This design comes from an exercise in tuning for small area on the open sky130 flow, not from production work. Function was checked by simulation only, so behaviour that the tests miss may differ from the original. The flow treats the clock pin as an ideal source. Dropping or thinning the clock tree relies on that and would not hold on a real chip. Power is estimated from default activity; no workload was simulated.

==> inputs of wip/tundra <==
==> flow/design.v <==
`timescale 1ns / 1ps
module led_controller # (
    parameter T0H = 30,
    parameter T1H = 60,
    parameter T0L = 90,
    parameter T1L = 60,
    parameter TRST = 8000,
    parameter ADDR_WIDTH = 32,
    parameter PIXEL_WIDTH = 24,
    parameter PIXEL_OFFSET = 4
)(
        input wire clk,
        input wire aresetn,
        input wire [ADDR_WIDTH - 1:0] dout,
        output wire [ADDR_WIDTH - 1:0] addr,
        output reg en,
        output reg led_data,
        output wire [3:0] web,
        output wire rst
    );
    localparam Advance = 3'd0;
    localparam RequestPixelCount = 3'd1;
    localparam WaitForPixelCount = 3'd2;
    localparam SetPixelCount = 3'd3;
    localparam IsValidToContinue = 3'd4;
    localparam WaitForPixelValue = 3'd5;
    localparam GetPixelValue = 3'd6;
    localparam Sending = 3'd7;
    localparam [6:0] TSTART = 7'd3;                  
    localparam [6:0] TBIT = 7'd128 - (T0H + T0L + 2);  
    localparam [12:0] LSTART = 13'd8191 - TRST;      
    reg [2:0] cst;
    reg [31:0] pixelCount;
    reg [31:0] pixelIndex;
    reg [23:0] pixel;
    reg latch;       
    reg last;        
    reg tx;
    reg [4:0] tb;
    reg [6:0] tt;
    assign addr = {pixelIndex[29:0], 2'b00};
    assign web = 4'b0000;
    assign rst = 1'b0;
    wire tpre = !latch && tt < TBIT;                
    wire twait = !latch && tt == TSTART + 7'd1;
    wire tgo = !latch && tt == TSTART + 7'd2;
    wire tbitend = !latch && tt == 7'd127;
    wire hold = twait && cst != Sending;
    wire eq = pixelIndex == pixelCount;
    wire pcheck = !latch && tb == 5'd8 && tt == TBIT + 7'd2;
    wire check = cst == IsValidToContinue || pcheck;
    wire [12:0] tnext = {tx, tb, tt} + 13'd1;
    wire tpend = tb == 5'd31 && tt == 7'd127 && (tx || !latch);
    always @(posedge clk) begin
        if (!aresetn) begin
            latch <= 1'b0;
            tb <= 5'd8;
            tt <= TSTART;
        end else if (hold) begin
        end else if (tgo && last) begin
            latch <= 1'b1;
            {tx, tb, tt} <= LSTART;
        end else begin
            if (tpend)
                latch <= 1'b0;
            tx <= tnext[12];
            tb <= tnext[11:7] | (tpend ? 5'd8 : 5'd0);
            tt <= tnext[6:0] | (tpend ? TSTART : tbitend ? TBIT : 7'd0);
        end
    end
    always @(posedge clk) begin
        if (tpre)
            pixel <= dout[23:0];
    end
    always @(posedge clk) begin
        if (!aresetn)
            led_data <= 1'b0;
        else
            led_data <= !latch && !tpre
                && tt <= (pixel[~tb] ? TBIT + T1H : TBIT + T0H);
    end
    always @(posedge clk) begin
        if (!aresetn)
            cst <= Advance;
        else case (cst)
            IsValidToContinue: cst <= eq ? RequestPixelCount : WaitForPixelValue;
            Sending: if (latch && last) cst <= Advance;
            default: cst <= cst + 3'd1;
        endcase
    end
    always @(posedge clk) begin
        if (!aresetn)
            last <= 1'b0;
        else if (pcheck && eq)
            last <= 1'b1;
        else if (cst == Advance)
            last <= 1'b0;
    end
    always @(posedge clk) begin
        if (!aresetn)
            en <= 1'b0;
        else
            en <= cst == RequestPixelCount || (check && !eq);
    end
    always @(posedge clk) begin
        if (cst == RequestPixelCount)
            pixelIndex <= 32'd0;
        else if (check && !eq)
            pixelIndex <= pixelIndex + 32'd1;
    end
    always @(posedge clk) begin
        if (cst == SetPixelCount)
            pixelCount <= dout;
    end
endmodule
==> flow/flow/run.sh <==
#!/bin/bash
# Layout flow: the standard ORFS flow (standard.sh) with three changes:
# * synthesis maps the logic with an area-recovering ABC script (flow/area.abc)
#   instead of ORFS's delay script; everything else in synthesis, including
#   the registers, is the standard synthesis (synth_recipe.tcl);
# * the input and output ports are buffered with the smallest buffer;
# * the clock tree is built from clkbuf_8 cells, without dummy loads.
# Each tool's output goes to ORFS's logs (orfs/logs/...); make's output to
# flow_make.log here.
set -euo pipefail
W=$PWD
sed 's#^\( *\)log_cmd abc {\*}\$abc_args#\1set abc_args [lreplace $abc_args 1 1 '"$W"'/flow/area.abc]\n\1log_cmd abc {*}$abc_args#' \
    "$FLOW_HOME/scripts/synth.tcl" > my_synth.tcl
grep -q "flow/area.abc" my_synth.tcl
sed "s#source \$::env(SCRIPTS_DIR)/synth.tcl#source $W/my_synth.tcl#" synth_recipe.tcl > my_synth_recipe.tcl
grep -q "my_synth.tcl" my_synth_recipe.tcl
sed "s#SYNTH_SCRIPT=[^ ]*#SYNTH_SCRIPT=$W/my_synth_recipe.tcl#" standard.sh > my_standard.sh
grep -q "my_synth_recipe.tcl" my_standard.sh
export BUFFER_PORTS_ARGS="-buffer_cell sky130_fd_sc_hd__buf_1"
export CTS_ARGS="${CTS_ARGS_OVERRIDE:--sink_clustering_enable -repair_clock_nets -dont_use_dummy_load -buf_list sky130_fd_sc_hd__clkbuf_16 -sink_clustering_size 40 -sink_clustering_max_diameter 200}"
bash my_standard.sh > flow_make.log 2>&1
==> flow/flow/area.abc <==
&get -n
&st
&dch
&nf -R 1000
&st
&syn2
&if -g -K 6
&synch2
&nf -R 1000
&st
&syn2
&if -g -K 6
&synch2
&nf -R 1000
&put
topo
==> flow/standard.sh <==
#!/bin/bash
# synth_recipe.tcl (not shown) runs the flow's synth.tcl, then flattens the netlist and writes it again
# the make line also repeats each setting of config.mk as NAME=value (left out here)
make -C /OpenROAD-flow-scripts/flow DESIGN_CONFIG=/design/flow/config.mk WORK_HOME=/design/flow/orfs CLKGATE_MAP_FILE= SYNTH_SCRIPT=/design/flow/synth_recipe.tcl "${@:-finish}"
==> flow/config.mk <==
export PLATFORM = sky130hd
export DESIGN_NAME = led_controller
export DESIGN_NICKNAME = led_controller
export VERILOG_FILES = /design/flow/design.v
export SDC_FILE = /design/flow/constraint.sdc
export NUM_CORES = 4
export LEC_CHECK = 0
export CAP_MARGIN = 20
export CORE_MARGIN = 2
export CORE_UTILIZATION = 40
export SLEW_MARGIN = 20
==> flow/constraint.sdc <==
create_clock -name core_clock -period 10.0 [get_ports {clk}]
set_input_delay 2.0000 -clock core_clock [delete_from_list [all_inputs] [get_ports {clk}]]
set_output_delay 2.0000 -clock core_clock [all_outputs]
set_load 0.01 [all_outputs]
==> inputs of wip/fjord, as changes to wip/tundra <==
--- a/flow/design.v
+++ b/flow/design.v
@@ -15,4 +15,4 @@
         output wire [ADDR_WIDTH - 1:0] addr,
-        output reg en,
-        output reg led_data,
+        output wire en,
+        output wire led_data,
         output wire [3:0] web,
@@ -30,3 +30,3 @@
     localparam [6:0] TBIT = 7'd128 - (T0H + T0L + 2);  
-    localparam [12:0] LSTART = 13'd8191 - TRST;      
+    localparam [12:0] LSTART = 13'd8192 - TRST;      
     reg [2:0] cst;
@@ -36,4 +36,3 @@
     reg latch;       
-    reg last;        
-    reg tx;
+    reg tx;          
     reg [4:0] tb;
@@ -45,3 +44,2 @@
     wire twait = !latch && tt == TSTART + 7'd1;
-    wire tgo = !latch && tt == TSTART + 7'd2;
     wire tbitend = !latch && tt == 7'd127;
@@ -50,4 +48,5 @@
     wire pcheck = !latch && tb == 5'd8 && tt == TBIT + 7'd2;
+    wire tlatch = !latch && tb == 5'd8 && tt == TBIT && tx;
     wire check = cst == IsValidToContinue || pcheck;
-    wire [12:0] tnext = {tx, tb, tt} + 13'd1;
+    wire [12:0] tnext = {tx, tb, tt} + {12'd0, !hold};
     wire tpend = tb == 5'd31 && tt == 7'd127 && (tx || !latch);
@@ -56,6 +55,6 @@
             latch <= 1'b0;
+            tx <= 1'b0;
             tb <= 5'd8;
             tt <= TSTART;
-        end else if (hold) begin
-        end else if (tgo && last) begin
+        end else if (tlatch) begin
             latch <= 1'b1;
@@ -65,3 +64,3 @@
                 latch <= 1'b0;
-            tx <= tnext[12];
+            tx <= latch ? tnext[12] : tx || (pcheck && eq);
             tb <= tnext[11:7] | (tpend ? 5'd8 : 5'd0);
@@ -74,9 +73,4 @@
     end
-    always @(posedge clk) begin
-        if (!aresetn)
-            led_data <= 1'b0;
-        else
-            led_data <= !latch && !tpre
-                && tt <= (pixel[~tb] ? TBIT + T1H : TBIT + T0H);
-    end
+    assign led_data = !latch && tt > TBIT
+        && tt <= (pixel[~tb] ? TBIT + T1H + 7'd1 : TBIT + T0H + 7'd1);
     always @(posedge clk) begin
@@ -86,3 +80,3 @@
             IsValidToContinue: cst <= eq ? RequestPixelCount : WaitForPixelValue;
-            Sending: if (latch && last) cst <= Advance;
+            Sending: if (tlatch) cst <= Advance;
             default: cst <= cst + 3'd1;
@@ -90,16 +84,4 @@
     end
-    always @(posedge clk) begin
-        if (!aresetn)
-            last <= 1'b0;
-        else if (pcheck && eq)
-            last <= 1'b1;
-        else if (cst == Advance)
-            last <= 1'b0;
-    end
-    always @(posedge clk) begin
-        if (!aresetn)
-            en <= 1'b0;
-        else
-            en <= cst == RequestPixelCount || (check && !eq);
-    end
+    assign en = cst == WaitForPixelCount || cst == WaitForPixelValue
+        || (!latch && tb == 5'd8 && tt == TBIT + 7'd3 && !tx);
     always @(posedge clk) begin
@@ -107,4 +89,4 @@
             pixelIndex <= 32'd0;
-        else if (check && !eq)
-            pixelIndex <= pixelIndex + 32'd1;
+        else
+            pixelIndex <= pixelIndex + {31'd0, check && !eq};
     end
==> flow/flow/run.sh (replaced) <==
#!/bin/bash
# Layout flow: the standard ORFS flow (standard.sh) with these changes:
# * synthesis maps the logic with an area-recovering ABC script (flow/area.abc)
#   instead of ORFS's delay script; everything else in synthesis, including
#   the registers, is the standard synthesis (synth_recipe.tcl), except
#   that adders are left to ABC rather than premapped to half-adder cells;
# * the input and output ports are buffered with the smallest buffer;
# * the constant outputs share one tie cell;
# * after ORFS's clock tree synthesis, flow/clocktree.tcl rebuilds the clock
#   tree as one level of four buffers fed by the clock port, each driving the
#   flip-flops of one quarter of the layout; routing and the rest then run as
#   usual (with their timing repair).
# make's output goes to flow_make.log, the clock tree step's to clocktree.log;
# each ORFS step's own log is under orfs/logs/.
set -euo pipefail
W=$PWD
sed 's#^\( *\)log_cmd abc {\*}\$abc_args#\1set abc_args [lreplace $abc_args 1 1 '"$W"'/flow/area.abc]\n\1log_cmd abc {*}$abc_args#' \
    "$FLOW_HOME/scripts/synth.tcl" > my_synth.tcl
grep -q "flow/area.abc" my_synth.tcl
sed "s#source \$::env(SCRIPTS_DIR)/synth.tcl#source $W/my_synth.tcl#" synth_recipe.tcl > my_synth_recipe.tcl
grep -q "my_synth.tcl" my_synth_recipe.tcl
sed "s#SYNTH_SCRIPT=[^ ]*#SYNTH_SCRIPT=$W/my_synth_recipe.tcl#" standard.sh > my_standard.sh
grep -q "my_synth_recipe.tcl" my_standard.sh
export BUFFER_PORTS_ARGS="-buffer_cell sky130_fd_sc_hd__buf_1"
export SKIP_REPAIR_TIE_FANOUT=1
export ADDER_MAP_FILE=
export CTS_ARGS="-sink_clustering_enable -repair_clock_nets -dont_use_dummy_load -buf_list sky130_fd_sc_hd__clkbuf_8"
bash my_standard.sh synth floorplan place cts > flow_make.log 2>&1
R=orfs/results/$FLOW_PLATFORM/led_controller/base
LIB_FILE=$FLOW_HOME/platforms/$FLOW_PLATFORM/lib/sky130_fd_sc_hd__tt_025C_1v80.lib \
PLATFORM_DIR=$FLOW_HOME/platforms/$FLOW_PLATFORM \
IN_ODB=$R/4_cts.odb IN_SDC=$R/4_cts.sdc OUT_ODB=$R/4_cts.odb \
NLEAF=4 LEAF_BUF=sky130_fd_sc_hd__buf_12 CLK_PORT=clk \
    openroad -no_init -exit flow/clocktree.tcl > clocktree.log 2>&1
bash my_standard.sh finish >> flow_make.log 2>&1
==> flow/flow/area.abc (replaced) <==
&get -n
&st
&deepsyn -I 4 -J 100 -T 300
&dch -f
&nf -R 1000 -p -C 32 -F 10 -A 10
&put
topo
==> flow/flow/clocktree.tcl (new file) <==
read_liberty $::env(LIB_FILE)
read_db $::env(IN_ODB)
read_sdc $::env(IN_SDC)
set block [ord::get_db_block]
set nleaf $::env(NLEAF)
set bufname $::env(LEAF_BUF)
set clknet [$block findNet $::env(CLK_PORT)]
set sinks {}
set bufs {}
set nets {}
proc walk {net} {
  global sinks bufs nets
  foreach it [$net getITerms] {
    if {[$it isOutputSignal]} { continue }
    set inst [$it getInst]
    set m [[$inst getMaster] getName]
    if {[string match "*clkbuf*" $m] || [string match "*clkinv*" $m] || [string match "*_buf_*" $m]} {
      lappend bufs $inst
      foreach o [$inst getITerms] {
        if {[$o isOutputSignal] && [$o getNet] ne "NULL"} { set n [$o getNet]; lappend nets $n; walk $n }
      }
    } else {
      lappend sinks $it
    }
  }
}
walk $clknet
puts "clocktree: [llength $bufs] buffers, [llength $sinks] sinks"
foreach inst $bufs { odb::dbInst_destroy $inst }
foreach n $nets { odb::dbNet_destroy $n }
# sink positions
set pts {}
foreach it $sinks {
  set b [[$it getInst] getBBox]
  lappend pts [list [expr {([$b xMin]+[$b xMax])/2}] [expr {([$b yMin]+[$b yMax])/2}] $it]
}
proc split_groups {pts n axis} {
  if {$n <= 1} { return [list $pts] }
  set s [lsort -integer -index $axis $pts]
  set h [expr {[llength $s] * ($n/2) / $n}]
  set a [lrange $s 0 [expr {$h-1}]]
  set b [lrange $s $h end]
  set na [expr {$n/2}]
  return [concat [split_groups $a $na [expr {1-$axis}]] [split_groups $b [expr {$n-$na}] [expr {1-$axis}]]]
}
set groups [split_groups $pts $nleaf 0]
set master [[ord::get_db] findMaster $bufname]
set k 0
foreach g $groups {
  set sx 0; set sy 0
  foreach p $g { incr sx [lindex $p 0]; incr sy [lindex $p 1] }
  set cx [expr {$sx / [llength $g]}]; set cy [expr {$sy / [llength $g]}]
  set inst [odb::dbInst_create $block $master "clkbuf_leaf_${k}_clk"]
  $inst setLocation [expr {$cx - [$master getWidth]/2}] [expr {$cy - [$master getHeight]/2}]
  $inst setPlacementStatus PLACED
  set net [odb::dbNet_create $block "clknet_leaf_${k}_clk"]
  $net setSigType CLOCK
  [$inst findITerm A] connect $clknet
  [$inst findITerm X] connect $net
  foreach p $g { [lindex $p 2] connect $net }
  puts "clocktree: leaf $k drives [llength $g] sinks"
  incr k
}
detailed_placement
check_placement -verbose
write_db $::env(OUT_ODB)
==> inputs of wip/delta, as changes to wip/tundra <==
--- a/flow/design.v
+++ b/flow/design.v
@@ -15,4 +15,4 @@
         output wire [ADDR_WIDTH - 1:0] addr,
-        output reg en,
-        output reg led_data,
+        output wire en,
+        output wire led_data,
         output wire [3:0] web,
@@ -74,9 +74,4 @@
     end
-    always @(posedge clk) begin
-        if (!aresetn)
-            led_data <= 1'b0;
-        else
-            led_data <= !latch && !tpre
-                && tt <= (pixel[~tb] ? TBIT + T1H : TBIT + T0H);
-    end
+    assign led_data = !latch && tt > TBIT
+        && tt <= (pixel[~tb] ? TBIT + T1H + 7'd1 : TBIT + T0H + 7'd1);
     always @(posedge clk) begin
@@ -98,8 +93,4 @@
     end
-    always @(posedge clk) begin
-        if (!aresetn)
-            en <= 1'b0;
-        else
-            en <= cst == RequestPixelCount || (check && !eq);
-    end
+    assign en = cst == WaitForPixelCount || cst == WaitForPixelValue
+        || (!latch && tb == 5'd8 && tt == TBIT + 7'd3 && !last);
     always @(posedge clk) begin
--- a/flow/flow/run.sh
+++ b/flow/flow/run.sh
@@ -6,3 +6,4 @@
 # * the input and output ports are buffered with the smallest buffer;
-# * the clock tree is built from clkbuf_8 cells, without dummy loads.
+# * the clock tree is built from clkbuf_8 cells, without dummy loads;
+# * the constant outputs share one tie cell.
 # Each tool's output goes to ORFS's logs (orfs/logs/...); make's output to
@@ -19,3 +20,4 @@
 export BUFFER_PORTS_ARGS="-buffer_cell sky130_fd_sc_hd__buf_1"
-export CTS_ARGS="${CTS_ARGS_OVERRIDE:--sink_clustering_enable -repair_clock_nets -dont_use_dummy_load -buf_list sky130_fd_sc_hd__clkbuf_16 -sink_clustering_size 40 -sink_clustering_max_diameter 200}"
+export SKIP_REPAIR_TIE_FANOUT=1
+export CTS_ARGS="${CTS_ARGS_OVERRIDE:--sink_clustering_enable -repair_clock_nets -dont_use_dummy_load -buf_list sky130_fd_sc_hd__clkbuf_8}"
 bash my_standard.sh > flow_make.log 2>&1
==> flow/flow/area.abc (replaced) <==
&get -n
&st
&deepsyn -T 30
&dch -f
&nf -R 1000 -p
&put
topo
==> out/qor_table.md <==
| Step | Result | Value |
|:---|:---|:---|
| floorplanning | Standard cell core area | 11,900 um2 |
| final layout | Number of logic inverters in the finished layout | 29 |
| global route | Via count of the first global-routing pass | 3,324 |
| route | Via/cell ratio | 5.49 |
| status | Result of the run | no timing/DRC/antenna violations |
| power | Internal Pwr Total | 0.626 mW |
| hold path | Hold Path Depth | 2 |
| global route | Global-route total usage across every layer | 17.2% |
| timing | Fmax | 0.181 GHz |
| route | Total met3 wirelength after detailed routing | 561 um |
| worst setup path | Family of cells with the greatest summed delay on the critical path | compound AO/OA/AOI/OAI gates |
| final layout | Multi-input logic portion of the cell area | 34.0% |
The numbers above come from wip/delta.

==> out/qor_table.md <==
| Step | Result | Value |
|:---|:---|:---|
| hold path | Hold Path Depth | 2 |
| global route | Via count of the first global-routing pass | 3,192 |
| status | Result of the run | no timing/DRC/antenna violations |
| route | Via/cell ratio | 4.97 |
| route | Total met3 wirelength after detailed routing | 559 um |
| worst setup path | Family of cells with the greatest summed delay on the critical path | multiplexers |
The numbers above come from wip/tundra.

==> out/qor_table.md <==
| Step | Result | Value |
|:---|:---|:---|
| floorplanning | Standard cell core area | 10,800 um2 |
| power | Internal Pwr Total | 0.652 mW |
| timing | Fmax | 0.144 GHz |
| status | Result of the run | no timing/DRC/antenna violations |
| final layout | Number of logic inverters in the finished layout | 21 |
| global route | Via count of the first global-routing pass | 2,760 |
| place | Setup slack after placement | 3140 ps |
| route | Via/cell ratio | 5.11 |
| hold path | Hold Path Depth | 1 |
| final layout | Registers with the highest flip-flop counts | pixelCount x32, pixelIndex x32, pixel x24 |
| route | Total met3 wirelength after detailed routing | 572 um |
| final layout | Multi-input logic portion of the cell area | 30.4% |
The numbers above come from wip/fjord.

The clock cells of wip/fjord come from the design's own scripts or RTL, not from TritonCTS.

## what the ideal ports hide
No port has a modelled driver above. Below, the same layouts with a new extraction and two added sets of constraints. Step 1: set_driving_cell puts a clkbuf_16 on clk and a buf_2 on each other input, an assumption about the parent block. Step 2 times the ports against the registers' clock, not the clock port: input delays grow and output delays shrink by t, the midpoint of the rising clock arrivals with the driver on. Three values: ideal, step 1, step 2; two values: the first two.
run	shift t [ns]	setup WS [ns]	worst hold slack (ns)	worst data-port slew with drivers (ns)	cell pins on the clock port's net
wip/tundra	0.379	6.680 / 6.680 / 6.680	0.530 / 0.530 / 0.530	0.05	1
wip/fjord	0.217	3.062 / 3.062 / 3.062	0.482 / 0.482 / 0.482	0.04	4
wip/delta	0.395	4.476 / 4.444 / 4.624	0.517 / 0.517 / 0.517	0.04	1
After both steps setup and hold are still met in every run listed.
